Optimization exercise on an open flow, not production practice.
RTL: at most simulated, not proved equivalent.
Power: default activity.

--- design/flow/run.sh ---
#!/bin/bash
# synth_recipe.tcl (not shown) runs the flow's synth.tcl, then flattens the netlist and writes it again
# the make line also repeats each setting of config.mk as NAME=value (left out here)
make -C /OpenROAD-flow-scripts/flow DESIGN_CONFIG=/design/flow/config.mk WORK_HOME=/design/flow/orfs CLKGATE_MAP_FILE= SYNTH_SCRIPT=/design/flow/synth_recipe.tcl finish
--- design/flow/config.mk ---
export PLATFORM = sky130hd
export DESIGN_NAME = JAM
export DESIGN_NICKNAME = JAM
export VERILOG_FILES = /design/flow/design.v
export SDC_FILE = /design/flow/constraint.sdc
export NUM_CORES = 4
export LEC_CHECK = 0
export CAP_MARGIN = 20
export CORE_MARGIN = 2
export CORE_UTILIZATION = 40
export SLEW_MARGIN = 20
--- design/flow/constraint.sdc ---
create_clock -name core_clock -period 4.0 [get_ports {CLK}]
set_input_delay 0.8000 -clock core_clock [delete_from_list [all_inputs] [get_ports {CLK}]]
set_output_delay 0.8000 -clock core_clock [all_outputs]
set_load 0.01 [all_outputs]
--- design/flow/design.v ---
module JAM (
    input CLK,
    input RST,
    output reg [2:0] W,
    output reg [2:0] J,
    input [6:0] Cost,
    output reg [3:0] MatchCount,
    output reg [9:0] MinCost,
    output Valid
);
    localparam [2:0] S_SCAN = 3'd0, S_SEL = 3'd1, S_AUG = 3'd2, S_TIGHT = 3'd3,
                     S_RYS = 3'd4, S_DRAIN = 3'd5, S_DONE = 3'd6;
    reg [2:0] state;
    reg [7:0] vp [0:7];           
    reg [7:0] pend;
    reg [7:0] mv [0:7];           
    reg [2:0] way [0:7];
    reg [7:0] wroot;
    reg [2:0] p [0:7];            
    reg [7:0] matched;
    reg [7:0] used;
    reg [2:0] ph;                 
    reg [6:0] Dp;                 
    reg [8:0] K;                  
    reg root;
    reg [2:0] j0;
    reg [2:0] Jn;
    reg pv;
    reg [7:0] todo;
    reg [2:0] tkP;
    reg iss;
    reg [7:0] vpA;
    reg [8:0] adA;
    reg [7:0] mvA;
    reg firstA;
    reg vB, rootB, firstB;
    reg [6:0] cB;
    reg [9:0] preB;
    reg [10:0] thrB;
    reg [2:0] jB;
    reg [7:0] mvB;
    reg [2:0] pC;
    reg wrE, wrR;
    reg [7:0] wrK;
    reg [2:0] wrJ;
    reg rJ, rW;
    reg [2:0] wc, wwc;
    reg [7:0] vpnB;
    reg [7:0] xk;
    reg tv, tfirst;
    reg vC;
    reg [7:0] nmC;
    reg [7:0] vpnC;
    reg [2:0] jC;
    reg [2:0] fuC;
    reg [7:0] best;
    reg [2:0] j1;
    reg [2:0] p1;
    reg [8:0] nvpcb;              
    reg [7:0] vpcb;               
    reg [2:0] fu1;
    reg [63:0] T;
    reg [7:0] F;
    reg [7:0] cnt;
    reg fpar;
    reg [3:0] r0, r1, r2, r3, r4, r5, r6, r7;
    reg [3:0] q0, q1;
    reg negR, vR, vR2, negR2, vR3, negR3;
    reg [3:0] prodR;
    reg [1:0] dr;
    reg vld;
    assign Valid = vld;
    function [2:0] lowbit;
        input [7:0] m;
        begin
            if (m[0]) lowbit = 3'd0;
            else if (m[1]) lowbit = 3'd1;
            else if (m[2]) lowbit = 3'd2;
            else if (m[3]) lowbit = 3'd3;
            else if (m[4]) lowbit = 3'd4;
            else if (m[5]) lowbit = 3'd5;
            else if (m[6]) lowbit = 3'd6;
            else lowbit = 3'd7;
        end
    endfunction
    wire tmode = (state == S_TIGHT);
    wire auglast = (state == S_AUG) & rJ;
    wire first = (ph == 3'd0) & root & ~tmode;
    wire [7:0] vpP = first ? 8'd0 : vp[Jn];
    wire [8:0] addP = pend[Jn] ? {2'b00, Dp} : K;
    wire doP = pv & (state == S_SCAN || state == S_TIGHT || auglast);
    wire [9:0] preA = {{2{vpA[7]}}, vpA} + {adA[8], adA};
    wire [10:0] thrA = {3'b000, mvA} - {{3{vpA[7]}}, vpA} - {{2{adA[8]}}, adA};
    wire [7:0] vpnA = root ? preA[7:0] : vpA;
    wire ltB = rootB | (~thrB[10] & (thrB[9:0] > {3'b000, cB}));
    wire [9:0] keyB = {3'b000, cB} + preB;
    wire [7:0] ksat = (keyB[9:8] != 2'd0) ? 8'hFF : keyB[7:0];
    wire [7:0] nmB = ltB ? ksat : mvB;
    wire [7:0] unusedB = ~used & ~(8'd1 << jB);
    wire betterC = vC & (nmC < best);
    wire lastC = vC & ~vB;
    wire [2:0] j1f = betterC ? jC : j1;
    wire [7:0] nused = used | (8'd1 << j1);
    wire [7:0] rest1 = ~nused & ~(8'd1 << fu1);
    wire [8:0] Kn = nvpcb - {2'b00, Cost};
    wire [2:0] way1 = way[j1];
    wire [63:0] Tc;
    genvar gk, gj;
    generate
        for (gk = 0; gk < 8; gk = gk + 1) begin : trow
            for (gj = 0; gj < 8; gj = gj + 1) begin : tcol
                assign Tc[8*gk+gj] = T[8*gk+((gj-gk+8)%8)];
            end
        end
    endgenerate
    reg [7:0] F1, F2, rowo, colo;
    integer a, b;
    always @(*) begin
        for (a = 0; a < 8; a = a + 1) begin
            rowo[a] = 1'b0;
            colo[a] = 1'b0;
            for (b = 0; b < 8; b = b + 1) if (a != b) begin
                rowo[a] = rowo[a] | Tc[8*a+b];
                colo[a] = colo[a] | Tc[8*b+a];
            end
        end
        F1 = ~rowo | ~colo;
        for (a = 0; a < 8; a = a + 1) begin
            rowo[a] = 1'b0;
            colo[a] = 1'b0;
            for (b = 0; b < 8; b = b + 1) if (a != b) begin
                rowo[a] = rowo[a] | (Tc[8*a+b] & ~F1[b]);
                colo[a] = colo[a] | (Tc[8*b+a] & ~F1[b]);
            end
        end
        F2 = F1 | ~rowo | ~colo;
    end
    wire [7:0] cntn = ((cnt | F) + 8'd1) & ~F;
    function [3:0] rs;
        input [7:0] t;
        input fz;
        begin
            rs = (t[0] + t[1] + t[2] + t[3]) + (t[4] + t[5] + t[6] + t[7]);
        end
    endfunction
    wire [3:0] f0 = rs(F[0] ? 8'h01 : (Tc[7:0] & cnt), 1'b0);
    wire [3:0] f1 = rs(F[1] ? 8'h01 : (Tc[15:8] & cnt), 1'b0);
    wire [3:0] f2 = rs(F[2] ? 8'h01 : (Tc[23:16] & cnt), 1'b0);
    wire [3:0] f3 = rs(F[3] ? 8'h01 : (Tc[31:24] & cnt), 1'b0);
    wire [3:0] f4 = rs(F[4] ? 8'h01 : (Tc[39:32] & cnt), 1'b0);
    wire [3:0] f5 = rs(F[5] ? 8'h01 : (Tc[47:40] & cnt), 1'b0);
    wire [3:0] f6 = rs(F[6] ? 8'h01 : (Tc[55:48] & cnt), 1'b0);
    wire [3:0] f7 = rs(F[7] ? 8'h01 : (Tc[63:56] & cnt), 1'b0);
    wire [3:0] g0 = r0;
    wire [3:0] g1 = r1;
    wire [3:0] g2 = r2;
    wire [3:0] g3 = r3;
    wire [3:0] g4 = r4;
    wire [3:0] g5 = r5;
    wire [3:0] g6 = r6;
    wire [3:0] g7 = r7;
    wire [3:0] m03 = (g0 * g1) * (g2 * g3);
    wire [3:0] m47 = (g4 * g5) * (g6 * g7);
    wire [3:0] prodP = q0 * q1;
    always @(posedge CLK) begin
        rootB <= root;
        firstB <= firstA;
        cB <= Cost;
        preB <= preA;
        thrB <= thrA;
        jB <= J;
        mvB <= mvA;
        pC <= p[jB];
        wrK <= ksat;
        wrJ <= jB;
        wrR <= rootB;
        tfirst <= firstB;
        vpnB <= vpnA;
        nmC <= nmB;
        vpnC <= vpnB;
        jC <= jB;
        fuC <= lowbit(unusedB);
        r0 <= f0;
        r1 <= f1;
        r2 <= f2;
        r3 <= f3;
        r4 <= f4;
        r5 <= f5;
        r6 <= f6;
        r7 <= f7;
        negR <= ^cnt;
        fpar <= ^(~F);
        q0 <= m03;
        q1 <= m47;
        negR2 <= negR ^ fpar;
        prodR <= prodP;
        negR3 <= negR2;
    end
    integer i;
    always @(posedge CLK) begin
        vB <= 1'b0;
        vC <= 1'b0;
        vR <= 1'b0;
        tv <= 1'b0;
        if (RST) begin
            state <= S_SCAN;
            ph <= 3'd0;
            pend <= 8'd0;
            matched <= 8'd0;
            used <= 8'd0;
            K <= 9'd0;
            root <= 1'b1;
            best <= 8'hFF;
            W <= 3'd0;
            J <= 3'd0;
            iss <= 1'b1;
            vpA <= 8'd0;
            adA <= 9'd0;
            wrE <= 1'b0;
            Jn <= 3'd1;
            pv <= 1'b1;
            todo <= 8'hFC;
            MinCost <= 10'd0;
            MatchCount <= 4'd0;
            vld <= 1'b0;
        end else begin
            vB <= iss;
            wrE <= 1'b0;
            if (iss && root && !tmode) begin
                vp[J] <= preA[7:0];
                pend[J] <= 1'b0;
            end
            if (iss && tmode) begin
                vp[J] <= preA[7:0];
                pend[J] <= 1'b0;
            end
            if (wrE) begin
                mv[wrJ] <= wrK;
                way[wrJ] <= j0;
                wroot[wrJ] <= wrR;
            end
            if (vB) begin
                if (tmode) begin
                    tv <= 1'b1;
                end else begin
                    vC <= 1'b1;
                    wrE <= ltB;
                end
            end
            if (tv) begin
                if (tfirst) xk <= wrK;
                T <= {(tfirst | (wrK == xk)), T[63:1]};
            end
            if (betterC) begin
                best <= nmC;
                j1 <= jC;
                p1 <= pC;
                nvpcb <= {1'b0, nmC} - {vpnC[7], vpnC};
                vpcb <= vpnC - nmC;
                fu1 <= fuC;
            end
            if (doP) begin
                vpA <= vpP;
                adA <= addP;
                mvA <= mv[Jn];
            end
            case (state)
                S_SCAN: begin
                    J <= Jn;
                    iss <= pv;
                    pv <= (todo != 8'd0);
                    Jn <= lowbit(todo);
                    todo <= todo & ~(8'd1 << lowbit(todo));
                    if (lastC) begin
                        W <= betterC ? pC : p1;
                        J <= j1f;
                        Jn <= betterC ? fuC : fu1;
                        state <= S_SEL;
                    end
                end
                S_SEL: begin
                    best <= 8'hFF;
                    if (matched[j1]) begin
                        used <= nused;
                        vp[j1] <= vpcb;
                        K <= Kn;
                        root <= 1'b0;
                        j0 <= j1;
                        vpA <= vpP;
                        adA <= Kn;
                        mvA <= mv[Jn];
                        J <= fu1;
                        iss <= 1'b1;
                        Jn <= lowbit(rest1);
                        pv <= (rest1 != 8'd0);
                        todo <= rest1 & ~(8'd1 << lowbit(rest1));
                        state <= S_SCAN;
                    end else begin
                        MinCost <= MinCost + {3'b000, best[6:0]};
                        Dp <= best[6:0];
                        pend <= used;
                        J <= j1;
                        W <= wroot[j1] ? ph : p[way1];
                        rJ <= wroot[j1];
                        wc <= way1;
                        rW <= wroot[way1];
                        wwc <= way[way1];
                        root <= 1'b1;
                        K <= 9'd0;
                        Jn <= 3'd0;
                        pv <= 1'b1;
                        state <= S_AUG;
                    end
                end
                S_AUG: begin
                    p[J] <= W;
                    matched[J] <= 1'b1;
                    if (!rJ) begin
                        J <= wc;
                        W <= rW ? ph : p[wwc];
                        rJ <= rW;
                        wc <= wwc;
                        rW <= wroot[wwc];
                        wwc <= way[wwc];
                    end else if (ph != 3'd7) begin
                        ph <= ph + 3'd1;
                        used <= 8'd0;
                        W <= ph + 3'd1;
                        J <= 3'd0;
                        iss <= 1'b1;
                        Jn <= 3'd1;
                        todo <= 8'hFC;
                        state <= S_SCAN;
                    end else begin
                        W <= (J == 3'd0) ? W : p[0];
                        J <= 3'd0;
                        iss <= 1'b1;
                        firstA <= 1'b1;
                        tkP <= 3'd0;
                        Jn <= 3'd1;
                        state <= S_TIGHT;
                    end
                end
                S_TIGHT: begin
                    J <= Jn;
                    iss <= pv;
                    firstA <= (Jn == tkP);
                    if (pv) begin
                        W <= p[tkP];
                        if (Jn + 3'd1 != tkP) Jn <= Jn + 3'd1;
                        else if (tkP != 3'd7) begin
                            tkP <= tkP + 3'd1;
                            Jn <= tkP + 3'd1;
                        end else pv <= 1'b0;
                    end
                    if (!pv && !iss && !vB && !tv) begin
                        F <= F2;
                        cnt <= 8'd0;
                        MatchCount <= 4'd0;
                        state <= S_RYS;
                    end
                end
                S_RYS: begin
                    vR <= 1'b1;
                    cnt <= cntn;
                    if (cntn == 8'd0) begin
                        dr <= 2'd0;
                        state <= S_DRAIN;
                    end
                end
                S_DRAIN: begin
                    dr <= dr + 2'd1;
                    if (dr == 2'd2) begin
                        state <= S_DONE;
                        vld <= 1'b1;
                    end
                end
                default: ;
            endcase
            vR2 <= vR;
            vR3 <= vR2;
            if (vR3) MatchCount <= negR3 ? MatchCount - prodR : MatchCount + prodR;
        end
    end
endmodule
==> flow_summary.yaml, run 1 <==
critical_path:
  cp_common_cell: "fa_1"
  slowest_stage: "edfxtp_1"
  cp.arrival_ns: 3.92
  crit_fanout: 13
  worstPathCellList: "and3b_1 -> fa_1 -> inv_1 -> fa_1 -> fa_1 -> inv_1 -> ha_1 -> fa_1 -> xor2_1"
  crit_path_end_kind: "flip-flop"
  crit_family: "adder cells"
  worstSetupPathType: "reg2reg"
  critPathLaunchType: "flip-flop"
  max_stage_delay_ns: 0.58
  worstPathRequired_ns: 4.53
  cp_num_buf_inv: 2
floorplanning:
  core_area_um2: 74320
  die_x_um: 277.6
  io_pins: 30
  floorplan.rows: 100
  die_area_um2: 77050
  die_h_um: 277.6
  start_util_pct: 40.28
sta:
  fin_skew_ns: 0.04253
  finalCritPeriodShare_pct: 84.77
  rsz0062_at_grt: "no"
  setup_viol_count_final: 0
  setup_slack_ns: 0.6093
  hold_violations: 0
  whs_ns: 0.3259
  finalSetupTns_ns: 0
  timing.slew.headroom_pct: 32.57
  timing.final.crit_period_ns: 3.391
  fmax_ghz: 0.2949
  worst_slew_pin_slew_ns: 1.004
  slew_viol_final: 0
layout:
  fin_nets: 2848
  instances_no_fill: 3659
  final_common_cell: "edfxtp_1"
  drive_above_1_share_pct: 12.79
  postLayoutCellArea_um2: 33540
  n_antenna_cell: 0
  final_cell_mix: "edfxtp_1 (331), dfxtp_1 (247), nand2_1 (218)"
  fillers: 6752
  area_delta_synth_final_pct: 12.01
worst_hold_path:
  min_path_type: "reg2reg"
grt:
  grt_use_met1_pct: 30.39
  antenna_found_initial: 0
  top_usage_layer: "met2"
  grt_max_degree: 55
  gr-usage-met2_pct: 32.32
  grt_use_total_pct: 20.77
  grt_pass1_wl_um: 124500
  met3_usage_pct: 2.939
  grt_pass1_vias: 20620
  overflow: 0
yosys:
  avgSynthCellArea_um2: 11.56
  synth_nets: 2801
  syn_inst: 2590
  synth-edff-count: 331
  synth.distinct_cells: 85
  ys_seq_area_share_pct: 49.78
  syn_area_um2: 29940
  yosysWarnings: 1
  synthFlopType: "edfxtp_1"
  ys_ff_latch: 579
  synthArstFlopShare_pct: 0
place:
  dp_hpwl_um: 60120
  post-place-ws_ns: 0.6266
  gp_congestion: 0.9026
  dp.cells: 3543
  place_area_um2: 31460
  port_buffers: 29
drt:
  drc: 0
  first_iter_violations: 2006
  route.vias.total: 20800
  routed_via_density: 5.683
  wirelength_um: 81110
  dr.pass1.iters: 7
  ant_nets: 0
  wl_per_cell_um: 22.17
run:
  cap_violations: 0
power:
  switching_share_pct: 37.15
  seq_power_share_pct: 38.3
  irDropWorstVdd_mv: 0.3256
  p_int_mw: 15.06
  clkPwrFrac_pct: 24.3
  p_comb_share_pct: 37.4
  leakagePower_nw: 12.68
  power_density_nw_per_um2: 714.5
  p_sw_mw: 8.902
clock_network:
  cts.sinks: 579
  cts_buffer_depth: 3
  cts_tree: "yes"
  post-cts-setup-buffer-count: 0
  cts_buffers: 61
  cts_hold_buf: 0
  root_buffer: "clkbuf_16"
  clk_latency_ns: 0.65
  htreeDepth: 2
  clk_pin_slew_ns: 0.06
  cts_resized: 0
status:
  status: "timing/DRC/antenna clean"
[synth_stat cells, types with 12 or more instances]
cell type / number / area [µm²]
a31oi_1: 19 / 118.9
and3b_1: 26 / 227.7
xor2_1: 46 / 402.9
dfxtp_1: 248 / 4965
xnor2_1: 84 / 735.7
mux2_2: 76 / 855.8
nand2_1: 218 / 818.3
a21oi_1: 102 / 510.5
nor3b_1: 14 / 105.1
mux4_2: 68 / 1531
mux2i_1: 72 / 720.7
o21ai_0: 102 / 510.5
nand2b_1: 19 / 118.9
ha_1: 155 / 1939
edfxtp_1: 331 / 9940
nand3b_1: 27 / 202.7
a22oi_1: 37 / 277.8
o21a_1: 12 / 90.09
nor2b_1: 35 / 219.0
nor4_1: 25 / 156.4
o211ai_1: 27 / 202.7
inv_1: 156 / 585.6
nor3_1: 72 / 360.4
a21o_1: 26 / 195.2
buf_2: 17 / 85.08
nor2_1: 142 / 533.0
and2_1: 40 / 250.2
a211oi_1: 17 / 127.6
nand3_1: 57 / 285.3
a222oi_1: 17 / 170.2
and3_1: 14 / 87.58
clkbuf_1: 68 / 255.2
fa_1: 47 / 940.9
[sequential cells by signal, summed over array words and instances (netlist names), 9 cells and up, named ones only]
| signal | flops |
|---|---|
| p | 24 |
| adA | 9 |
| T | 64 |
| thrB | 11 |
| mv | 64 |
| preB | 10 |
| MinCost | 10 |
| vp | 64 |
| way | 24 |
| K | 9 |
[power groups by stage]
| stage | registers [mW] | logic (mW) | clock network, mW |
|---|---|---|---|
| detailed placement | 9.28 | 8.81 | 0 |
| global route | 9.34 | 9.81 | 6.18 |
| CTS | 9.17 | 8.88 | 5.96 |
| global placement | 9.25 | 8.68 | 0 |
| finish | 9.17 | 8.96 | 5.83 |
| floorplan | 8.48 | 6.63 | 0 |
[per-layer routing]
metal  up-vias  routed length, µm  share of wire, %
met2       789              36140                45
li1       9607                  -                 -
met1     10270              37210                46
met5         -                  0                 0
met4         0               1942               2.4
met3       133               5813               7.2
[final cells by class]
type	instances	area, µm²	share of cell area (%)
Timing Repair Buffer	91	753.2	2.246
Tap cell	969	1212	3.615
Sequential cell	579	14910	44.45
Multi-Input combinational cell	1744	13990	41.70
Clock buffer	79	1677	4.999
Clock inverter	37	401.6	1.198
Inverter	160	600.6	1.791
[path summary, 6_finish.rpt]
check               from     to  slack, ns  cells past startpoint
setup / recovery  cnt[3]  r7[2]       0.61                      9
hold / removal     negR2  negR3       0.33                      0
setup reg to reg  cnt[3]  r7[2]       0.61                      9
hold reg to reg    negR2  negR3       0.33                      0
[cells by family after synthesis]
| family | Yosys count | share of synthesized area (%) |
|---|---|---|
| compound gates | 457 | 10.13 |
| xor+xnor | 130 | 3.803 |
| fa+ha+maj | 202 | 9.620 |
| buf+inv | 267 | 3.657 |
| flops | 579 | 49.78 |
| mux | 223 | 10.73 |
| simple gates | 732 | 12.28 |
[metrics by stage]
| step | power, mW | utilization, % |
|---|---|---|
| global route | 25.32 | 45.12 |
| global placement | 17.93 | 42.32 |
| floorplan | 15.11 | - |
| finish | 23.96 | 45.12 |
| detailed placement | 18.08 | 42.32 |
| CTS | 24.00 | 45.12 |
Testbench counts, summed over its fixed seeds: cycles 2,343.
==> inputs of run 2 (changes only) <==
--- a/design/flow/design.v
+++ b/design/flow/design.v
@@ -9,7 +9,8 @@
     output Valid
 );
     localparam [2:0] S_SCAN = 3'd0, S_SEL = 3'd1, S_AUG = 3'd2, S_TIGHT = 3'd3,
-                     S_RYS = 3'd4, S_DRAIN = 3'd5, S_DONE = 3'd6;
+                     S_RYS = 3'd4, S_DRAIN = 3'd5, S_DONE = 3'd6,
+                     S_RYS0 = 3'd7;
     reg [2:0] state;
     reg [7:0] vp [0:7];           
     reg [7:0] pend;
@@ -61,7 +62,9 @@
     reg [2:0] fu1;
     reg [63:0] T;
     reg [7:0] F;
-    reg [7:0] cnt;
+    reg [7:0] cnt, S;
+    reg [2:0] tbr;
+    reg lastr, par;
     reg fpar;
     reg [3:0] r0, r1, r2, r3, r4, r5, r6, r7;
     reg [3:0] q0, q1;
@@ -136,29 +139,23 @@
         F2 = F1 | ~rowo | ~colo;
     end
     wire [7:0] cntn = ((cnt | F) + 8'd1) & ~F;
-    function [3:0] rs;
-        input [7:0] t;
-        input fz;
+    wire radd = ~S[tbr];
+    wire [3:0] g0 = F[0] ? 4'd1 : r0;
+    wire [3:0] g1 = F[1] ? 4'd1 : r1;
+    wire [3:0] g2 = F[2] ? 4'd1 : r2;
+    wire [3:0] g3 = F[3] ? 4'd1 : r3;
+    wire [3:0] g4 = F[4] ? 4'd1 : r4;
+    wire [3:0] g5 = F[5] ? 4'd1 : r5;
+    wire [3:0] g6 = F[6] ? 4'd1 : r6;
+    wire [3:0] g7 = F[7] ? 4'd1 : r7;
+    function [3:0] upd;
+        input [3:0] x;
+        input t;
+        input ad;
         begin
-            rs = (t[0] + t[1] + t[2] + t[3]) + (t[4] + t[5] + t[6] + t[7]);
+            upd = ad ? x + {3'b000, t} : x - {3'b000, t};
         end
     endfunction
-    wire [3:0] f0 = rs(F[0] ? 8'h01 : (Tc[7:0] & cnt), 1'b0);
-    wire [3:0] f1 = rs(F[1] ? 8'h01 : (Tc[15:8] & cnt), 1'b0);
-    wire [3:0] f2 = rs(F[2] ? 8'h01 : (Tc[23:16] & cnt), 1'b0);
-    wire [3:0] f3 = rs(F[3] ? 8'h01 : (Tc[31:24] & cnt), 1'b0);
-    wire [3:0] f4 = rs(F[4] ? 8'h01 : (Tc[39:32] & cnt), 1'b0);
-    wire [3:0] f5 = rs(F[5] ? 8'h01 : (Tc[47:40] & cnt), 1'b0);
-    wire [3:0] f6 = rs(F[6] ? 8'h01 : (Tc[55:48] & cnt), 1'b0);
-    wire [3:0] f7 = rs(F[7] ? 8'h01 : (Tc[63:56] & cnt), 1'b0);
-    wire [3:0] g0 = r0;
-    wire [3:0] g1 = r1;
-    wire [3:0] g2 = r2;
-    wire [3:0] g3 = r3;
-    wire [3:0] g4 = r4;
-    wire [3:0] g5 = r5;
-    wire [3:0] g6 = r6;
-    wire [3:0] g7 = r7;
     wire [3:0] m03 = (g0 * g1) * (g2 * g3);
     wire [3:0] m47 = (g4 * g5) * (g6 * g7);
     wire [3:0] prodP = q0 * q1;
@@ -180,21 +177,12 @@
         vpnC <= vpnB;
         jC <= jB;
         fuC <= lowbit(unusedB);
-        r0 <= f0;
-        r1 <= f1;
-        r2 <= f2;
-        r3 <= f3;
-        r4 <= f4;
-        r5 <= f5;
-        r6 <= f6;
-        r7 <= f7;
-        negR <= ^cnt;
+        negR <= par;
         fpar <= ^(~F);
         q0 <= m03;
         q1 <= m47;
         negR2 <= negR ^ fpar;
         prodR <= prodP;
-        negR3 <= negR2;
     end
     integer i;
     always @(posedge CLK) begin
@@ -356,21 +344,50 @@
                     if (!pv && !iss && !vB && !tv) begin
                         F <= F2;
                         cnt <= 8'd0;
+                        S <= 8'd0;
+                        par <= 1'b0;
+                        r0 <= 4'd0;
+                        r1 <= 4'd0;
+                        r2 <= 4'd0;
+                        r3 <= 4'd0;
+                        r4 <= 4'd0;
+                        r5 <= 4'd0;
+                        r6 <= 4'd0;
+                        r7 <= 4'd0;
                         MatchCount <= 4'd0;
-                        state <= S_RYS;
+                        state <= S_RYS0;
                     end
                 end
+                S_RYS0: begin
+                    cnt <= cntn;
+                    tbr <= lowbit(cntn);
+                    lastr <= (cntn == 8'd0);
+                    state <= S_RYS;
+                end
                 S_RYS: begin
                     vR <= 1'b1;
-                    cnt <= cntn;
-                    if (cntn == 8'd0) begin
+                    if (lastr) begin
                         dr <= 2'd0;
                         state <= S_DRAIN;
+                    end else begin
+                        S[tbr] <= radd;
+                        par <= ~par;
+                        r0 <= upd(r0, Tc[tbr], radd);
+                        r1 <= upd(r1, Tc[8 + tbr], radd);
+                        r2 <= upd(r2, Tc[16 + tbr], radd);
+                        r3 <= upd(r3, Tc[24 + tbr], radd);
+                        r4 <= upd(r4, Tc[32 + tbr], radd);
+                        r5 <= upd(r5, Tc[40 + tbr], radd);
+                        r6 <= upd(r6, Tc[48 + tbr], radd);
+                        r7 <= upd(r7, Tc[56 + tbr], radd);
+                        cnt <= cntn;
+                        tbr <= lowbit(cntn);
+                        lastr <= (cntn == 8'd0);
                     end
                 end
                 S_DRAIN: begin
                     dr <= dr + 2'd1;
-                    if (dr == 2'd2) begin
+                    if (dr == 2'd1) begin
                         state <= S_DONE;
                         vld <= 1'b1;
                     end
@@ -378,8 +395,7 @@
                 default: ;
             endcase
             vR2 <= vR;
-            vR3 <= vR2;
-            if (vR3) MatchCount <= negR3 ? MatchCount - prodR : MatchCount + prodR;
+            if (vR2) MatchCount <= negR2 ? MatchCount - prodR : MatchCount + prodR;
         end
     end
 endmodule
--- a/design/flow/config.mk
+++ b/design/flow/config.mk
@@ -7,5 +7,5 @@
 export LEC_CHECK = 0
 export CAP_MARGIN = 20
 export CORE_MARGIN = 2
-export CORE_UTILIZATION = 40
+export CORE_UTILIZATION = 65
 export SLEW_MARGIN = 20
==> run 2 against run 1 <==
Net effect:
- combinational power shrank 64%
- first-iteration DRC count grew 33%
- die area shrank 37%
- global-route usage grew 12 points
- sequential share of layout area grew 1.5 points
- still clean on timing, DRC and antenna
- critical path depth grew 4
- largest cell class unchanged
==> flow_summary.yaml, run 2 <==
status:
  status: "timing/DRC/antenna clean"
power:
  power_density_nw_per_um2: 502.3
  leakagePower_nw: 12.80
  irDropWorstVdd_mv: 0.4426
  p_total_mw: 17.01
place:
  dp_hpwl_um: 55880
  gp_congestion: 0.9690
  port_buffers: 29
grt:
  grt_max_degree: 65
  grt_pass1_wl_um: 120000
  grt_use_total_pct: 32.46
  grt_pass1_vias: 21100
  antenna_found_initial: 3
  overflow: 0
sta:
  worst_slew_pin_slew_ns: 1.036
  timing.slew.headroom_pct: 30.44
  fmax_ghz: 0.2749
  timing.final.crit_period_ns: 3.637
  fin_skew_ns: 0.02646
  rsz0062_at_grt: "no"
  finalCritPeriodShare_pct: 90.93
  hold_violations: 0
  finalSetupTns_ns: 0
  slew_viol_final: 0
  setup_viol_count_final: 0
clock_network:
  cts_tree: "yes"
  cts.sinks: 590
  cts_buffers: 66
  cts_resized: 0
  clk_pin_slew_ns: 0.06
  root_buffer: "clkbuf_16"
  post-cts-setup-buffer-count: 0
  cts_buffer_depth: 3
  cts_hold_buf: 0
  htreeDepth: 3
  clk_latency_ns: 0.61
yosys:
  syn_inst: 2640
  syn_area_um2: 30530
  ys_ff_latch: 590
  ys_seq_area_share_pct: 50.98
  synth_nets: 2826
  synth_top_area_share_pct: 36.88
  yosysWarnings: 1
  synth_most_common_cell: "edfxtp_1"
  synth.distinct_cells: 79
  ys_top_cells_by_count: "edfxtp_1 (375), nand2_1 (238), nor2_1 (231)"
  synthTopCellsByArea: "edfxtp_1 (37%), dfxtp_1 (14%), mux4_2 (6.3%)"
  yosysTopAreaCell: "edfxtp_1"
  synthFlopType: "edfxtp_1"
  synth-edff-count: 375
  avgSynthCellArea_um2: 11.57
  synthArstFlopShare_pct: 0
layout:
  area_delta_synth_final_pct: 10.92
  n_antenna_cell: 0
  largest_registers: "T: 64 flops, mv: 64 flops, vp: 64 flops"
  final_common_cell: "edfxtp_1"
  fin_nets: 2881
  fillers: 3176
  drive_above_1_share_pct: 12.30
  final_cell_mix: "edfxtp_1 (375), nand2_1 (238), nor2_1 (229)"
critical_path:
  crit_path_end_kind: "flip-flop"
  cp.arrival_ns: 4.11
  slowest_stage: "edfxtp_1"
  max_stage_delay_ns: 0.52
  cp_common_cell: "ha_1"
  worstSetupPathType: "reg2reg"
  critPathLaunchType: "flip-flop"
  worstPathCellList: "nand2b_1 -> nor2_1 -> ha_1 -> ha_1 -> ha_1 -> and2_1 -> ha_1 -> ha_1 -> ha_1 -> xnor2_1 -> xnor2_1 -> xnor2_1 -> xnor3_1"
  crit_fanout: 9
  worstPathRequired_ns: 4.47
run:
  cap_violations: 0
drt:
  ant_nets: 0
  first_iter_violations: 2658
  routed_via_density: 6.507
  drc: 0
  dr.pass1.iters: 9
  route.vias.total: 21830
  wl_per_cell_um: 23.30
  wirelength_um: 78160
floorplanning:
  start_util_pct: 65.72
  die_x_um: 220.7
  floorplan.rows: 79
  die_area_um2: 48720
  io_pins: 30
  die_h_um: 220.7
  core_area_um2: 46460
worst_hold_path:
  min_path_type: "reg2reg"
[run 2: changes by cell type in the layout (fill, tap and decap cells not counted), sizes merged, moves of 19 or more]
| cell | delta |
|---|---|
| edfxtp | +44 |
| fa | -24 |
| and3b | -25 |
| dfxtp | -33 |
| nand2b | +19 |
| nor2 | +90 |
| nand3b | -22 |
| mux4 | +30 |
[run 2: cell type report]
cell class              count  area (µm²)  area share, %
well taps                 607       759.5          2.243
flip-flops and latches    590       15570          45.97
multi-input cells        1781       13960          41.21
repair buffers             97       798.3          2.357
inverters                 159       596.8          1.762
clock inverters            25       309.0         0.9126
clock buffers              96        1878          5.546
[run 2: power by group]
part	switching, mW	internal (mW)
combinational	1.79	1.43
clock	2.47	3.67
sequential	0.597	7.05
[run 2: cells by family after synthesis]
| logic type | count (synthesis) | share of synthesized area [%] |
|---|---|---|
| AO/OA/AOI/OAI | 502 | 10.81 |
| adder cells (fa/ha/maj) | 177 | 7.819 |
| XOR/XNOR | 133 | 3.905 |
| flip-flops | 590 | 50.98 |
| AND/OR/NAND/NOR | 744 | 11.07 |
| multiplexers | 225 | 11.92 |
| buffers and inverters | 269 | 3.496 |
[run 2: worst paths after layout]
kind	to	cells past startpoint	start	slack (ns)
max reg2reg	q1[3]	13	F[7]	0.36
min reg2reg	vpnC[5]	0	vpnB[5]	0.33
min	vpnC[5]	0	vpnB[5]	0.33
max	q1[3]	13	F[7]	0.36
[run 2: routing by layer]
metal	track usage (%)	vias to the layer above	wire length, µm
li1	-	9864	-
met5	0	-	26
met1	47.36	10670	33400
met2	48.76	1124	34840
met3	7.175	165	7762
met4	10.29	4	2133
[run 2: worst max-delay path, delay by kind of cell, from the launching register on]
kind                     cells  cell delay (ns)
flip-flops                   1             0.52
adder cells (fa/ha/maj)      6             1.62
XOR/XNOR                     4             0.88
AND/OR/NAND/NOR              3             0.50
[run 2: metrics by stage]
stage                     utilization (%)  hold slack (ns)  area [µm²]  setup WS, ns  cells
final                               72.90           0.3272       33870        0.3628   3355
after global routing                72.90           0.3326       33870        0.1873   3355
after CTS                           72.90           0.3259       33870        0.3626   3355
after detailed placement            68.19           0.3121       31680        0.3872   3234
after global placement              68.19           0.3173       31680        0.4727   3234
after floorplan                         -           0.3096       30530       0.08356   2640
Testbench counts of run 2, summed over its fixed seeds: cycles 2,343.
==> inputs of run 3 (changes only) <==
--- a/design/flow/config.mk
+++ b/design/flow/config.mk
@@ -7,5 +7,5 @@
 export LEC_CHECK = 0
 export CAP_MARGIN = 20
 export CORE_MARGIN = 2
-export CORE_UTILIZATION = 65
+export CORE_UTILIZATION = 40
 export SLEW_MARGIN = 20
==> run 3 against run 2 <==
Net effect:
- highest routed layer is now met4
- largest power group unchanged
- sequential power about the same
- critical path type unchanged
- still clean on timing, DRC and antenna
- setup slack better by 0.053 ns
- worst hold slack better by 0.0027 ns
- synthesized cell count unchanged
==> flow_summary.yaml, run 3 <==
clock_network:
  cts_buffer_depth: 3
  htreeDepth: 3
  cts_resized: 0
  cts_hold_buf: 0
  post-cts-setup-buffer-count: 0
  cts_buffers: 66
  root_buffer: "clkbuf_16"
  cts_tree: "yes"
  clk_pin_slew_ns: 0.06
  clk_latency_ns: 0.64
  cts.sinks: 590
power:
  seq_power_share_pct: 45.2
  p_comb_share_pct: 19.2
  irDropWorstVdd_mv: 0.5216
  p_int_mw: 11.87
  switching_share_pct: 29.60
  power_density_nw_per_um2: 491.4
  p_sw_mw: 4.992
  clkPwrFrac_pct: 35.6
  leakagePower_nw: 12.79
  p_total_mw: 16.87
sta:
  timing.slew.headroom_pct: 29.67
  fin_skew_ns: 0.04110
  setup_viol_count_final: 0
  rsz0062_at_grt: "no"
  hold_violations: 0
  finalSetupTns_ns: 0
  slew_viol_final: 0
  finalCritPeriodShare_pct: 89.60
  fmax_ghz: 0.2790
  timing.final.crit_period_ns: 3.584
  worst_slew_pin_slew_ns: 1.054
yosys:
  yosysWarnings: 1
  avgSynthCellArea_um2: 11.57
  synthFlopType: "edfxtp_1"
  synth_most_common_cell: "edfxtp_1"
  yosysTopAreaCell: "edfxtp_1"
  ys_seq_area_share_pct: 50.98
  syn_area_um2: 30530
  ys_ff_latch: 590
  synthArstFlopShare_pct: 0
  synth_compound_area_share_pct: 10.81
  synth-edff-count: 375
  synth_nets: 2826
  synth.distinct_cells: 79
  synthXorXnorAreaFrac_pct: 3.905
  ys_top_cells_by_count: "edfxtp_1 (375), nand2_1 (238), nor2_1 (231)"
  synth_top_area_share_pct: 36.88
  yosys.area_share.simple_pct: 11.07
  yosys.area_share.adder_pct: 7.819
  synthTopCellsByArea: "edfxtp_1 (37%), dfxtp_1 (14%), mux4_2 (6.3%)"
  syn_inst: 2640
  synth_top_family_by_area: "multiplexers"
  synth.area.mux_share_pct: 11.92
drt:
  route.vias.total: 21260
  wl_per_cell_um: 21.72
  ant_nets: 0
  wirelength_um: 81050
  first_iter_violations: 1824
  routed_via_density: 5.697
  dr.pass1.iters: 7
  drc: 0
run:
  cap_violations: 0
critical_path:
  crit_path_end_kind: "flip-flop"
  crit_family: "adder cells"
  cp.arrival_ns: 4.07
  critPathLaunchType: "flip-flop"
  crit_fanout: 9
  slowest_stage: "edfxtp_1"
  max_stage_delay_ns: 0.53
  cp_common_cell: "ha_1"
  worstPathRequired_ns: 4.49
  cp_num_buf_inv: 0
  worstSetupPathType: "reg2reg"
  worstPathCellList: "nand2b_1 -> nor2_1 -> ha_1 -> ha_1 -> ha_1 -> and2_1 -> ha_1 -> ha_1 -> ha_1 -> xnor2_1 -> xnor2_1 -> xnor2_1 -> xnor3_1"
place:
  gp_congestion: 0.9032
  dp_hpwl_um: 58180
  place_area_um2: 32180
  port_buffers: 29
grt:
  grt_pass1_vias: 21570
  overflow: 0
  grt_max_degree: 65
  grt_use_total_pct: 20.63
  antenna_found_initial: 2
  grt_pass1_wl_um: 125700
floorplanning:
  die_area_um2: 78550
  start_util_pct: 40.33
  die_h_um: 280.3
  core_area_um2: 75700
  floorplan.rows: 101
  die_x_um: 280.3
  io_pins: 30
layout:
  multi_input_area_um2: 13970
  fillers: 6839
  fin_nets: 2884
  postLayoutCellArea_um2: 34320
  regArea_um2: 15570
  drive_above_1_share_pct: 12.46
  final_common_cell: "edfxtp_1"
  largest_registers: "T: 64 flops, mv: 64 flops, vp: 64 flops"
  final_cell_mix: "edfxtp_1 (375), nand2_1 (238), nor2_1 (229)"
  area_delta_synth_final_pct: 12.41
  postLayoutCoreUtil_pct: 45.34
status:
  status: "timing/DRC/antenna clean"
worst_hold_path:
  min_path_type: "reg2reg"
[run 3: area by class of cell]
type                    count  share of cell area [%]
clock buffers              90                   5.195
well taps                 978                   3.565
flip-flops and latches    590                   45.35
multi-input cells        1781                   40.71
diodes                      1                0.007291
clock inverters            32                   1.039
repair buffers            100                   2.391
inverters                 159                   1.739
[run 3: final timing paths]
check | start | endpoint | slack (ns) | depth (start not counted)
setup / recovery | F[7] | q1[3] | 0.42 | 13
hold / removal | vpnB[5] | vpnC[5] | 0.33 | 0
setup reg to reg | F[7] | q1[3] | 0.42 | 13
hold reg to reg | vpnB[5] | vpnC[5] | 0.33 | 0
[run 3: stage by stage]
| step | setup slack (ns) | std cells | hold slack [ns] |
|---|---|---|---|
| global route | 0.2287 | 3730 | 0.3377 |
| global placement | 0.3910 | 3608 | 0.3127 |
| detailed placement | 0.4166 | 3608 | 0.3128 |
| CTS | 0.3991 | 3730 | 0.3294 |
| finish | 0.4160 | 3731 | 0.3300 |
| floorplan | 0.08356 | 2640 | 0.3096 |
[run 3: worst register-to-register path, stage by stage, from the launching register on]
cell      delay (ns)
edfxtp_1        0.53
nand2b_1        0.24
nor2_1          0.12
ha_1            0.25
ha_1            0.28
ha_1            0.30
and2_1          0.14
ha_1            0.27
ha_1            0.28
ha_1            0.21
xnor2_1         0.13
xnor2_1         0.18
xnor2_1         0.13
xnor3_1         0.40
[run 3: logic make-up (layout without fill, tap and decap cells)]
logic type | count (synthesis) | count (layout)
other | 0 | 1
AND/OR/NAND/NOR | 744 | 744
XOR/XNOR | 133 | 133
adder cells (fa/ha/maj) | 177 | 177
flip-flops | 590 | 590
multiplexers | 225 | 225
AO/OA/AOI/OAI | 502 | 502
buffers and inverters | 269 | 381
[run 3: per-layer routing]
metal,GRT usage (%),wire length [µm],up-vias
li1,-,-,9874
met1,26.28,34500,10600
met2,35.25,39790,624
met3,2.765,3577,157
met4,8.680,3176,0
met5,0,0,-
[run 3: power by group through the flow]
stage	Sequential, mW	Clock [mW]	Combinational (mW)
floorplan	7.42	0	2.43
global placement	7.72	0	3.14
detailed placement	7.75	0	3.21
CTS	7.62	6.14	3.24
global route	7.68	6.38	3.56
finish	7.62	6.01	3.24
==> inputs of run 4 (changes only) <==
--- a/design/flow/design.v
+++ b/design/flow/design.v
@@ -13,7 +13,6 @@
                      S_RYS0 = 3'd7;
     reg [2:0] state;
     reg [7:0] vp [0:7];           
-    reg [7:0] pend;
     reg [7:0] mv [0:7];           
     reg [2:0] way [0:7];
     reg [7:0] wroot;
@@ -60,7 +59,7 @@
     reg [8:0] nvpcb;              
     reg [7:0] vpcb;               
     reg [2:0] fu1;
-    reg [63:0] T;
+    reg [55:0] T;
     reg [7:0] F;
     reg [7:0] cnt, S;
     reg [2:0] tbr;
@@ -90,7 +89,7 @@
     wire auglast = (state == S_AUG) & rJ;
     wire first = (ph == 3'd0) & root & ~tmode;
     wire [7:0] vpP = first ? 8'd0 : vp[Jn];
-    wire [8:0] addP = pend[Jn] ? {2'b00, Dp} : K;
+    wire [8:0] addP = (root & used[Jn]) ? {2'b00, Dp} : K;
     wire doP = pv & (state == S_SCAN || state == S_TIGHT || auglast);
     wire [9:0] preA = {{2{vpA[7]}}, vpA} + {adA[8], adA};
     wire [10:0] thrA = {3'b000, mvA} - {{3{vpA[7]}}, vpA} - {{2{adA[8]}}, adA};
@@ -99,7 +98,7 @@
     wire [9:0] keyB = {3'b000, cB} + preB;
     wire [7:0] ksat = (keyB[9:8] != 2'd0) ? 8'hFF : keyB[7:0];
     wire [7:0] nmB = ltB ? ksat : mvB;
-    wire [7:0] unusedB = ~used & ~(8'd1 << jB);
+    wire [7:0] unusedB = (rootB ? 8'hFF : ~used) & ~(8'd1 << jB);
     wire betterC = vC & (nmC < best);
     wire lastC = vC & ~vB;
     wire [2:0] j1f = betterC ? jC : j1;
@@ -112,7 +111,11 @@
     generate
         for (gk = 0; gk < 8; gk = gk + 1) begin : trow
             for (gj = 0; gj < 8; gj = gj + 1) begin : tcol
-                assign Tc[8*gk+gj] = T[8*gk+((gj-gk+8)%8)];
+                if (gj == gk) begin : dg
+                    assign Tc[8*gk+gj] = 1'b1;
+                end else begin : od
+                    assign Tc[8*gk+gj] = T[7*gk+((gj-gk+8)%8)-1];
+                end
             end
         end
     endgenerate
@@ -140,14 +143,14 @@
     end
     wire [7:0] cntn = ((cnt | F) + 8'd1) & ~F;
     wire radd = ~S[tbr];
-    wire [3:0] g0 = F[0] ? 4'd1 : r0;
-    wire [3:0] g1 = F[1] ? 4'd1 : r1;
-    wire [3:0] g2 = F[2] ? 4'd1 : r2;
-    wire [3:0] g3 = F[3] ? 4'd1 : r3;
-    wire [3:0] g4 = F[4] ? 4'd1 : r4;
-    wire [3:0] g5 = F[5] ? 4'd1 : r5;
-    wire [3:0] g6 = F[6] ? 4'd1 : r6;
-    wire [3:0] g7 = F[7] ? 4'd1 : r7;
+    wire [3:0] g0 = r0;
+    wire [3:0] g1 = r1;
+    wire [3:0] g2 = r2;
+    wire [3:0] g3 = r3;
+    wire [3:0] g4 = r4;
+    wire [3:0] g5 = r5;
+    wire [3:0] g6 = r6;
+    wire [3:0] g7 = r7;
     function [3:0] upd;
         input [3:0] x;
         input t;
@@ -193,7 +196,6 @@
         if (RST) begin
             state <= S_SCAN;
             ph <= 3'd0;
-            pend <= 8'd0;
             matched <= 8'd0;
             used <= 8'd0;
             K <= 9'd0;
@@ -216,11 +218,11 @@
             wrE <= 1'b0;
             if (iss && root && !tmode) begin
                 vp[J] <= preA[7:0];
-                pend[J] <= 1'b0;
+                used[J] <= 1'b0;
             end
             if (iss && tmode) begin
                 vp[J] <= preA[7:0];
-                pend[J] <= 1'b0;
+                used[J] <= 1'b0;
             end
             if (wrE) begin
                 mv[wrJ] <= wrK;
@@ -237,7 +239,7 @@
             end
             if (tv) begin
                 if (tfirst) xk <= wrK;
-                T <= {(tfirst | (wrK == xk)), T[63:1]};
+                if (!tfirst) T <= {(wrK == xk), T[55:1]};
             end
             if (betterC) begin
                 best <= nmC;
@@ -286,7 +288,6 @@
                     end else begin
                         MinCost <= MinCost + {3'b000, best[6:0]};
                         Dp <= best[6:0];
-                        pend <= used;
                         J <= j1;
                         W <= wroot[j1] ? ph : p[way1];
                         rJ <= wroot[j1];
@@ -312,7 +313,6 @@
                         wwc <= way[wwc];
                     end else if (ph != 3'd7) begin
                         ph <= ph + 3'd1;
-                        used <= 8'd0;
                         W <= ph + 3'd1;
                         J <= 3'd0;
                         iss <= 1'b1;
@@ -346,14 +346,14 @@
                         cnt <= 8'd0;
                         S <= 8'd0;
                         par <= 1'b0;
-                        r0 <= 4'd0;
-                        r1 <= 4'd0;
-                        r2 <= 4'd0;
-                        r3 <= 4'd0;
-                        r4 <= 4'd0;
-                        r5 <= 4'd0;
-                        r6 <= 4'd0;
-                        r7 <= 4'd0;
+                        r0 <= {3'b000, F2[0]};
+                        r1 <= {3'b000, F2[1]};
+                        r2 <= {3'b000, F2[2]};
+                        r3 <= {3'b000, F2[3]};
+                        r4 <= {3'b000, F2[4]};
+                        r5 <= {3'b000, F2[5]};
+                        r6 <= {3'b000, F2[6]};
+                        r7 <= {3'b000, F2[7]};
                         MatchCount <= 4'd0;
                         state <= S_RYS0;
                     end
@@ -372,14 +372,14 @@
                     end else begin
                         S[tbr] <= radd;
                         par <= ~par;
-                        r0 <= upd(r0, Tc[tbr], radd);
-                        r1 <= upd(r1, Tc[8 + tbr], radd);
-                        r2 <= upd(r2, Tc[16 + tbr], radd);
-                        r3 <= upd(r3, Tc[24 + tbr], radd);
-                        r4 <= upd(r4, Tc[32 + tbr], radd);
-                        r5 <= upd(r5, Tc[40 + tbr], radd);
-                        r6 <= upd(r6, Tc[48 + tbr], radd);
-                        r7 <= upd(r7, Tc[56 + tbr], radd);
+                        r0 <= upd(r0, Tc[tbr] & ~F[0], radd);
+                        r1 <= upd(r1, Tc[8 + tbr] & ~F[1], radd);
+                        r2 <= upd(r2, Tc[16 + tbr] & ~F[2], radd);
+                        r3 <= upd(r3, Tc[24 + tbr] & ~F[3], radd);
+                        r4 <= upd(r4, Tc[32 + tbr] & ~F[4], radd);
+                        r5 <= upd(r5, Tc[40 + tbr] & ~F[5], radd);
+                        r6 <= upd(r6, Tc[48 + tbr] & ~F[6], radd);
+                        r7 <= upd(r7, Tc[56 + tbr] & ~F[7], radd);
                         cnt <= cntn;
                         tbr <= lowbit(cntn);
                         lastr <= (cntn == 8'd0);
==> run 4 against run 3 <==
Net effect:
- utilization shrank 0.18 points
- combinational power grew 76%
- clock skew is 0.012 ns higher
- via count fell by 0.99%
- count of clock-buffer cells in the layout decreased by 1
- wire length is 2.3% lower
- setup slack gained 0.28 ns
- critical path type unchanged
==> flow_summary.yaml, run 4 <==
sta:
  whs_ns: 0.3267
  worst_slew_pin_slew_ns: 0.9912
  finalCritPeriodShare_pct: 82.72
  timing.final.crit_period_ns: 3.309
  hold_violations: 0
  fmax_ghz: 0.3022
  rsz0062_at_grt: "no"
  slew_viol_final: 0
  timing.slew.headroom_pct: 33.76
  fin_skew_ns: 0.05324
  setup_viol_count_final: 0
  setup_slack_ns: 0.6913
  finalSetupTns_ns: 0
clock_network:
  cts_buffers: 61
  post-cts-setup-buffer-count: 0
  clk_pin_slew_ns: 0.06
  cts.sinks: 574
  htreeDepth: 2
  clk_latency_ns: 0.64
  cts_buffer_depth: 3
  cts_tree: "yes"
  root_buffer: "clkbuf_16"
  cts_hold_buf: 0
  cts_resized: 0
power:
  power_density_nw_per_um2: 593.5
  leakagePower_nw: 12.46
  p_total_mw: 19.92
  irDropWorstVdd_mv: 0.3644
grt:
  overflow: 0
  top_usage_layer: "met2"
  grt_max_degree: 57
  grt_use_total_pct: 20.25
  grt_pass1_vias: 20810
  gr-usage-met2_pct: 32.26
  grt_pass1_wl_um: 122900
  met3_usage_pct: 3.175
  antenna_found_initial: 1
  grt_use_met1_pct: 28.97
worst_hold_path:
  min_path_type: "reg2reg"
critical_path:
  worstPathCellList: "mux4_2 -> mux2i_1 -> buf_4 -> and2_1 -> inv_1 -> ha_1 -> a21o_1 -> a21oi_1 -> xor2_1 -> xnor2_1 -> nor2_1"
  slowest_stage: "edfxtp_1"
  cp_num_buf_inv: 2
  max_stage_delay_ns: 0.88
  rrSetupSlack_ns: 0.69
  cp.arrival_ns: 3.66
  worstPathRequired_ns: 4.35
  crit_fanout: 22
  worstSetupPathType: "reg2reg"
  critPathLaunchType: "flip-flop"
  crit_family: "flip-flops"
  crit_path_end_kind: "flip-flop"
layout:
  postLayoutCoreUtil_pct: 45.17
  drive_above_1_share_pct: 12.38
  multi_input_area_um2: 13760
  fin_nets: 2862
  final_cell_mix: "edfxtp_1 (367), nand2_1 (270), dfxtp_1 (206)"
  final_common_cell: "edfxtp_1"
  instances_no_fill: 3699
  regArea_um2: 15170
  largest_registers: "mv: 64 flops, vp: 64 flops, T: 56 flops"
  area_delta_synth_final_pct: 12.05
  fillers: 6774
  postLayoutCellArea_um2: 33570
  n_antenna_cell: 0
floorplanning:
  die_x_um: 277.7
  die_area_um2: 77100
  floorplan.rows: 100
  io_pins: 30
  core_area_um2: 74320
  die_h_um: 277.7
  start_util_pct: 40.31
yosys:
  synthXorXnorAreaFrac_pct: 4.298
  synth_top_area_share_pct: 36.79
  synthArstFlopShare_pct: 0
  synth-edff-count: 367
  synthFlopType: "edfxtp_1"
  yosysTopAreaCell: "edfxtp_1"
  synth.distinct_cells: 76
  synth_nets: 2830
  ys_seq_area_share_pct: 50.62
  yosys.area_share.adder_pct: 7.927
  ys_top_cells_by_count: "edfxtp_1 (367), nand2_1 (270), dfxtp_1 (207)"
  avgSynthCellArea_um2: 11.33
  synth.area.mux_share_pct: 10.88
  syn_inst: 2645
  synthTopCellsByArea: "edfxtp_1 (37%), dfxtp_1 (14%), ha_1 (6.4%)"
  yosys.area_share.simple_pct: 11.19
  synth_compound_area_share_pct: 11.44
  synth_most_common_cell: "edfxtp_1"
  yosysWarnings: 1
  synth_top_family_by_area: "compound AO/OA/AOI/OAI gates"
  syn_area_um2: 29960
  ys_ff_latch: 574
place:
  dp.cells: 3583
  place_area_um2: 31460
  gp_congestion: 0.8887
  post-place-ws_ns: 0.7114
  port_buffers: 29
  dp_hpwl_um: 57910
drt:
  drc: 0
  route.vias.total: 21050
  wirelength_um: 79170
  ant_nets: 0
  first_iter_violations: 2174
  routed_via_density: 5.689
  wl_per_cell_um: 21.40
  dr.pass1.iters: 8
run:
  cap_violations: 0
status:
  status: "timing/DRC/antenna clean"
[run 4: cell count changes after synthesis, sizes merged, moves of 12 or more]
cell    previous run  this run
nand2b            38        24
a22oi             30        50
mux2              70        58
mux4              98        80
mux2i             57        79
nand2            238       270
nor2             232       188
o21ai            122       138
and3               3        18
xnor2             83        97
[run 4: area by class of cell]
class / instances / area share (%)
Clock buffer: 89 / 5.319
Clock inverter: 27 / 0.9542
Inverter: 157 / 1.756
Multi-Input combinational cell: 1794 / 40.98
Sequential cell: 574 / 45.18
Tap cell: 969 / 3.612
Timing Repair Buffer: 89 / 2.199
[run 4: cells by family (layout without fill, tap and decap cells)]
logic type | count (synthesis) | after routing
AOI/OAI and AO/OA | 523 | 523
xor gates and xnor gates | 147 | 147
adders and majority gates | 176 | 176
buffers and inverters | 277 | 362
DFF | 574 | 574
muxes | 217 | 217
and+or+nand+nor | 731 | 731
[run 4: path summary, 6_finish.rpt]
kind	startpoint	cells past startpoint	to
worst min-delay path	vpnB[4]	0	vpnC[4]
worst max register to register	tbr[1]	11	r6[3]
worst min register to register	vpnB[4]	0	vpnC[4]
worst max-delay path	tbr[1]	11	r6[3]
[run 4: worst register-to-register path: cells and delay by family, from the launching register on]
kind            cells  cell delay, ns
fa+ha+maj           1            0.29
flops               1            0.88
simple gates        2            0.28
compound gates      2            0.34
buf+inv             2            0.30
mux                 2            0.59
xor+xnor            2            0.35
[run 4: power by group]
group	leakage [nW]	total (mW)	internal, mW	switching [mW]
combinational	6.38	5.70	2.51	3.19
sequential	5.05	8.36	7.36	0.996
clock	1.03	5.86	3.43	2.43
total	12.5	19.9	13.3	6.62
[run 4: routing by layer]
layer,vias to the layer above,part of all wire [%]
met4,0,2.0
met3,104,6.2
met2,712,46
met1,10450,46
met5,-,0
li1,9778,-
Testbench counts of run 4, summed over its fixed seeds: cycles 2,343.
==> inputs of run 5 (changes only) <==
--- a/design/flow/design.v
+++ b/design/flow/design.v
@@ -62,7 +62,7 @@
     reg [55:0] T;
     reg [7:0] F;
     reg [7:0] cnt, S;
-    reg [2:0] tbr;
+    reg [7:0] tbr;                
     reg lastr, par;
     reg fpar;
     reg [3:0] r0, r1, r2, r3, r4, r5, r6, r7;
@@ -142,7 +142,8 @@
         F2 = F1 | ~rowo | ~colo;
     end
     wire [7:0] cntn = ((cnt | F) + 8'd1) & ~F;
-    wire radd = ~S[tbr];
+    wire radd = ~|(S & tbr);
+    wire [7:0] cntoh = cntn & ~(cntn - 8'd1);
     wire [3:0] g0 = r0;
     wire [3:0] g1 = r1;
     wire [3:0] g2 = r2;
@@ -360,7 +361,7 @@
                 end
                 S_RYS0: begin
                     cnt <= cntn;
-                    tbr <= lowbit(cntn);
+                    tbr <= cntoh;
                     lastr <= (cntn == 8'd0);
                     state <= S_RYS;
                 end
@@ -370,18 +371,18 @@
                         dr <= 2'd0;
                         state <= S_DRAIN;
                     end else begin
-                        S[tbr] <= radd;
+                        S <= S ^ tbr;
                         par <= ~par;
-                        r0 <= upd(r0, Tc[tbr] & ~F[0], radd);
-                        r1 <= upd(r1, Tc[8 + tbr] & ~F[1], radd);
-                        r2 <= upd(r2, Tc[16 + tbr] & ~F[2], radd);
-                        r3 <= upd(r3, Tc[24 + tbr] & ~F[3], radd);
-                        r4 <= upd(r4, Tc[32 + tbr] & ~F[4], radd);
-                        r5 <= upd(r5, Tc[40 + tbr] & ~F[5], radd);
-                        r6 <= upd(r6, Tc[48 + tbr] & ~F[6], radd);
-                        r7 <= upd(r7, Tc[56 + tbr] & ~F[7], radd);
+                        r0 <= upd(r0, (|(Tc[7:0] & tbr)) & ~F[0], radd);
+                        r1 <= upd(r1, (|(Tc[15:8] & tbr)) & ~F[1], radd);
+                        r2 <= upd(r2, (|(Tc[23:16] & tbr)) & ~F[2], radd);
+                        r3 <= upd(r3, (|(Tc[31:24] & tbr)) & ~F[3], radd);
+                        r4 <= upd(r4, (|(Tc[39:32] & tbr)) & ~F[4], radd);
+                        r5 <= upd(r5, (|(Tc[47:40] & tbr)) & ~F[5], radd);
+                        r6 <= upd(r6, (|(Tc[55:48] & tbr)) & ~F[6], radd);
+                        r7 <= upd(r7, (|(Tc[63:56] & tbr)) & ~F[7], radd);
                         cnt <= cntn;
-                        tbr <= lowbit(cntn);
+                        tbr <= cntoh;
                         lastr <= (cntn == 8'd0);
                     end
                 end
==> run 5 against run 4 <==
Net effect:
- worst hold slack about the same
- power about the same
- maximum frequency about the same
- register-to-register slack about the same
- clock power increased by 3%
- design area about the same
- critical path depth increased by 1
- synthesized cell count increased by 0.30%
- count of clock-buffer cells in the layout decreased by 3
- sequential power about the same
- critical path type unchanged
==> flow_summary.yaml, run 5 <==
status:
  status: "timing/DRC/antenna clean"
grt:
  grt_pass1_wl_um: 122500
  antenna_found_initial: 3
  grt_pass1_vias: 20750
  overflow: 0
  grt_use_total_pct: 20.42
  grt_max_degree: 57
yosys:
  synth_most_common_cell: "edfxtp_1"
  avgSynthCellArea_um2: 11.28
  ys_ff_latch: 579
  ys_top_cells_by_count: "edfxtp_1 (372), nand2_1 (247), dfxtp_1 (207)"
  synth_top_area_share_pct: 37.32
  synth_nets: 2843
  synthArstFlopShare_pct: 0
  syn_inst: 2653
  yosysTopAreaCell: "edfxtp_1"
  synth.distinct_cells: 75
  synth-edff-count: 372
  synthTopCellsByArea: "edfxtp_1 (37%), dfxtp_1 (14%), ha_1 (6.6%)"
  yosysWarnings: 1
  synthFlopType: "edfxtp_1"
  syn_area_um2: 29930
  ys_seq_area_share_pct: 51.17
sta:
  timing.final.crit_period_ns: 3.311
  slew_viol_final: 0
  finalSetupTns_ns: 0
  rsz0062_at_grt: "no"
  timing.slew.headroom_pct: 33.20
  hold_violations: 0
  setup_slack_ns: 0.6895
  fmax_ghz: 0.3021
  worst_slew_pin_slew_ns: 1.001
  setup_viol_count_final: 0
  fin_skew_ns: 0.02891
  finalCritPeriodShare_pct: 82.76
power:
  leakagePower_nw: 12.56
  clkPwrFrac_pct: 30.4
  p_total_mw: 19.93
  p_sw_mw: 6.639
  irDropWorstVdd_mv: 0.3062
  seq_power_share_pct: 42.0
  switching_share_pct: 33.31
  power_density_nw_per_um2: 593.2
  p_comb_share_pct: 27.6
  p_int_mw: 13.29
clock_network:
  cts_buffer_depth: 3
  post-cts-setup-buffer-count: 0
  clk_latency_ns: 0.61
  htreeDepth: 3
  cts_resized: 0
  cts_tree: "yes"
  cts.sinks: 579
  cts_buffers: 66
  clk_pin_slew_ns: 0.06
  root_buffer: "clkbuf_16"
  cts_hold_buf: 0
place:
  post-place-ws_ns: 0.6270
  gp_congestion: 0.9151
  place_area_um2: 31430
  dp_hpwl_um: 57930
  port_buffers: 29
run:
  cap_violations: 0
drt:
  wl_per_cell_um: 21.38
  first_iter_violations: 1883
  route.vias.total: 21010
  drc: 0
  routed_via_density: 5.669
  dr.pass1.iters: 8
  ant_nets: 0
  wirelength_um: 79250
worst_hold_path:
  hold_start: "vpnB[4]"
  min_path_type: "reg2reg"
layout:
  drive_above_1_share_pct: 11.65
  n_antenna_cell: 0
  area_delta_synth_final_pct: 12.25
  final_common_cell: "edfxtp_1"
  postLayoutCoreUtil_pct: 45.28
  largest_registers: "mv: 64 flops, vp: 64 flops, T: 56 flops"
  postLayoutCellArea_um2: 33600
  fin_nets: 2875
  final_cell_mix: "edfxtp_1 (372), nand2_1 (247), dfxtp_1 (206)"
critical_path:
  crit_path_end_kind: "flip-flop"
  crit_fanout: 6
  crit_path_start: "r6[0]"
  r2r_start: "r6[0]"
  cp.arrival_ns: 3.79
  worstSetupPathType: "reg2reg"
  rrSetupSlack_ns: 0.69
  worstPathRequired_ns: 4.48
  critPathLaunchType: "flip-flop"
floorplanning:
  start_util_pct: 40.34
  die_x_um: 277.5
  die_h_um: 277.5
  die_area_um2: 77030
  io_pins: 30
  floorplan.rows: 100
  core_area_um2: 74200
run 5: path summary, 6_finish.rpt:
path	end	depth (start not counted)
max	q1[3]	12
min	vpnC[4]	0
max reg2reg	q1[3]	12
min reg2reg	vpnC[4]	0
run 5: layer usage:
metal	vias to the layer above	part of all wire, %	global-route usage (%)	routed length (µm)
li1	9823	-	-	-
met1	10330	45	27.98	35300
met2	714	46	32.45	36340
met3	152	6.5	3.596	5161
met4	0	3.1	7.498	2449
met5	-	0	0	0
run 5: power groups by stage:
stage	combinational (mW)	sequential, mW	clock, mW
finish	5.50	8.38	6.05
global route	6.05	8.50	6.41
CTS	5.46	8.38	6.18
detailed placement	5.41	8.49	0
global placement	5.32	8.45	0
floorplan	4.14	7.86	0
run 5: per-stage QoR:
| stage | hold WS (ns) | cells |
|---|---|---|
| 3_5_place_dp | 0.3128 | 3586 |
| 6_report | 0.3262 | 3707 |
| 5_1_grt | 0.3306 | 3707 |
| 4_1_cts | 0.3275 | 3707 |
| 3_3_place_gp | 0.3120 | 3586 |
| 2_1_floorplan | 0.3096 | 2653 |
run 5: cell families (layout without fill, tap and decap cells):
group | after synthesis | after routing | share of synthesized area (%)
XOR/XNOR | 140 | 140 | 4.143
flip-flops | 579 | 579 | 51.17
buffers and inverters | 280 | 365 | 3.608
multiplexers | 182 | 182 | 9.452
AND/OR/NAND/NOR | 738 | 738 | 11.40
AO/OA/AOI/OAI | 553 | 553 | 12.08
adder cells (fa/ha/maj) | 181 | 181 | 8.144
run 5: layout make-up:
| type | instances | area, µm² |
|---|---|---|
| multi-input cells | 1794 | 13600 |
| flip-flops and latches | 579 | 15320 |
| clock buffers | 86 | 1841 |
| well taps | 969 | 1212 |
| clock inverters | 35 | 327.8 |
| inverters | 161 | 604.3 |
| repair buffers | 83 | 693.2 |
| fillers | 6838 | 40600 |
run 5: critical path, stage by stage (launching register included):
cell,delay [ns]
edfxtp_1,0.46
and2_1,0.20
ha_1,0.30
ha_1,0.31
ha_1,0.31
and3_1,0.19
ha_1,0.31
ha_1,0.33
ha_1,0.22
xor2_1,0.15
xnor2_1,0.19
xnor2_1,0.15
xnor2_1,0.09
Testbench counts of run 5, summed over its fixed seeds: cycles 2,343.
==> inputs of run 6 (changes only) <==
--- a/design/flow/design.v
+++ b/design/flow/design.v
@@ -56,8 +56,7 @@
     reg [7:0] best;
     reg [2:0] j1;
     reg [2:0] p1;
-    reg [8:0] nvpcb;              
-    reg [7:0] vpcb;               
+    reg [7:0] vpb;                
     reg [2:0] fu1;
     reg [55:0] T;
     reg [7:0] F;
@@ -104,7 +103,7 @@
     wire [2:0] j1f = betterC ? jC : j1;
     wire [7:0] nused = used | (8'd1 << j1);
     wire [7:0] rest1 = ~nused & ~(8'd1 << fu1);
-    wire [8:0] Kn = nvpcb - {2'b00, Cost};
+    wire [8:0] Kn = {1'b0, best} - {vpb[7], vpb} - {2'b00, Cost};
     wire [2:0] way1 = way[j1];
     wire [63:0] Tc;
     genvar gk, gj;
@@ -246,8 +245,7 @@
                 best <= nmC;
                 j1 <= jC;
                 p1 <= pC;
-                nvpcb <= {1'b0, nmC} - {vpnC[7], vpnC};
-                vpcb <= vpnC - nmC;
+                vpb <= vpnC;
                 fu1 <= fuC;
             end
             if (doP) begin
@@ -273,7 +271,7 @@
                     best <= 8'hFF;
                     if (matched[j1]) begin
                         used <= nused;
-                        vp[j1] <= vpcb;
+                        vp[j1] <= vpb - best;
                         K <= Kn;
                         root <= 1'b0;
                         j0 <= j1;
==> run 6 against run 5 <==
Net effect:
- still clean on timing, DRC and antenna
- synthesized cell count fell by 4.1%
- power is 10% lower
- sequential share of layout area decreased by 0.078 points
- critical path depth is 5 lower
- cell count down 2.9%
- design area decreased by 1.4%
- wire length is 1.3% lower
- die area is 1.6% lower
- area after synthesis is 1.6% lower
- critical path type unchanged
==> flow_summary.yaml, run 6 <==
clock_network:
  cts_tree: "yes"
  clk_pin_slew_ns: 0.07
  htreeDepth: 2
  cts_hold_buf: 0
  cts_buffer_depth: 3
  cts.sinks: 571
  cts_resized: 0
  cts_buffers: 61
  post-cts-setup-buffer-count: 0
  root_buffer: "clkbuf_16"
  clk_latency_ns: 0.64
yosys:
  yosysWarnings: 1
  synth_most_common_cell: "edfxtp_1"
  yosysTopAreaCell: "edfxtp_1"
  ys_top_cells_by_count: "edfxtp_1 (364), nand2_1 (231), dfxtp_1 (207)"
  avgSynthCellArea_um2: 11.58
  syn_area_um2: 29440
  synthArstFlopShare_pct: 0
  synth.distinct_cells: 78
  ys_seq_area_share_pct: 51.20
  synthFlopType: "edfxtp_1"
  ys_ff_latch: 571
  synth_top_area_share_pct: 37.13
  synth_nets: 2735
  syn_inst: 2543
  synth-edff-count: 364
  synthTopCellsByArea: "edfxtp_1 (37%), dfxtp_1 (14%), ha_1 (6.6%)"
status:
  status: "timing/DRC/antenna clean"
floorplanning:
  core_area_um2: 72960
  die_x_um: 275.3
  start_util_pct: 40.35
  io_pins: 30
  die_area_um2: 75790
  die_h_um: 275.3
  floorplan.rows: 99
drt:
  dr.pass1.iters: 9
  route.vias.total: 20530
  drc: 0
  wl_per_cell_um: 21.73
  wirelength_um: 78260
  ant_nets: 0
  routed_via_density: 5.702
  first_iter_violations: 2130
sta:
  finalCritPeriodShare_pct: 82.67
  rsz0062_at_grt: "no"
  timing.slew.headroom_pct: 26.46
  fin_skew_ns: 0.02110
  fmax_ghz: 0.3024
  finalSetupTns_ns: 0
  slew_viol_final: 0
  setup_slack_ns: 0.6931
  whs_ns: 0.3269
  worst_slew_pin_slew_ns: 1.095
  timing.final.crit_period_ns: 3.307
  hold_violations: 0
  setup_viol_count_final: 0
place:
  post-place-ws_ns: 0.4102
  dp_hpwl_um: 57030
  place_area_um2: 31010
  dp.cells: 3485
  gp_congestion: 0.9187
  port_buffers: 29
layout:
  postLayoutCellArea_um2: 33130
  n_antenna_cell: 0
  largest_registers: "mv: 64 flops, vp: 64 flops, T: 56 flops"
  final_common_cell: "edfxtp_1"
  final_cell_mix: "edfxtp_1 (364), nand2_1 (231), dfxtp_1 (206)"
  drive_above_1_share_pct: 11.24
  area_delta_synth_final_pct: 12.51
  fin_nets: 2781
  instances_no_fill: 3601
grt:
  overflow: 0
  grt_use_total_pct: 20.74
  grt_max_degree: 57
  grt_pass1_vias: 20570
  grt_pass1_wl_um: 122000
  antenna_found_initial: 5
power:
  irDropWorstVdd_mv: 0.3919
  power_density_nw_per_um2: 539.4
  leakagePower_nw: 12.63
critical_path:
  crit_fanout: 14
  worstPathRequired_ns: 4.25
  critPathLaunchType: "flip-flop"
  worstSetupPathType: "reg2reg"
  cp.arrival_ns: 3.56
  crit_path_end_kind: "flip-flop"
worst_hold_path:
  min_path_type: "reg2reg"
run:
  cap_violations: 0
-- run 6: changes by cell type in the layout (fill, tap and decap cells not counted), moves of 7 or more --
cell      delta
buf_4        +7
mux2_2      -22
nand2_1     -16
o21ai_0     -38
xnor2_1      -7
edfxtp_1     -8
mux2i_1     +58
xor2_1       +9
inv_1       -21
-- run 6: path summary, 6_finish.rpt --
kind / start / end / slack, ns / cells after the start
worst min register to register: vpnB[7] / vpnC[7] / 0.33 / 0
worst max-delay path: j1[2] / rW / 0.69 / 7
worst min-delay path: vpnB[7] / vpnC[7] / 0.33 / 0
worst max register to register: j1[2] / rW / 0.69 / 7
-- run 6: where the power goes --
group	switching, mW	internal (mW)	leakage (nW)
clock	2.43	3.50	1.02
combinational	2.35	1.79	6.58
sequential	0.752	7.04	5.02
-- run 6: final cells by class --
type	instances	area, µm²
clock buffers	73	1634
clock inverters	43	479.2
fillers	6592	39830
inverters	139	521.8
multi-input cells	1726	13470
flip-flops and latches	571	15080
well taps	959	1200
repair buffers	90	745.7
-- run 6: logic make-up after synthesis --
family / share of synthesized area [%]
buffers and inverters: 3.289
multiplexers: 10.97
flip-flops: 51.20
adder cells (fa/ha/maj): 8.491
AND/OR/NAND/NOR: 11.07
XOR/XNOR: 4.271
AO/OA/AOI/OAI: 10.70
-- run 6: stage by stage --
step           util, %  power [mW]
3_5_place_dp     42.51       12.00
2_1_floorplan        -       10.50
6_report         45.40       17.87
5_1_grt          45.40       18.71
3_3_place_gp     42.51       11.91
4_1_cts          45.40       17.95
-- run 6: worst max-delay path, cell delays in order (launching register included) --
cell,delay (ns)
edfxtp_1,0.68
nor2b_1,0.56
a222oi_1,0.29
and2_1,0.20
buf_4,0.17
nor4_2,0.28
buf_4,0.21
and2_0,0.54
-- run 6: layer usage --
metal / GRT usage, % / vias to the layer above / wire, µm
met4: 5.932 / 0 / 2048
met1: 29.05 / 10170 / 35260
met2: 33.56 / 728 / 35930
li1: - / 9496 / -
met3: 2.975 / 143 / 5026
met5: 0 / - / 0
Testbench counts of run 6, summed over its fixed seeds: cycles 2,343.
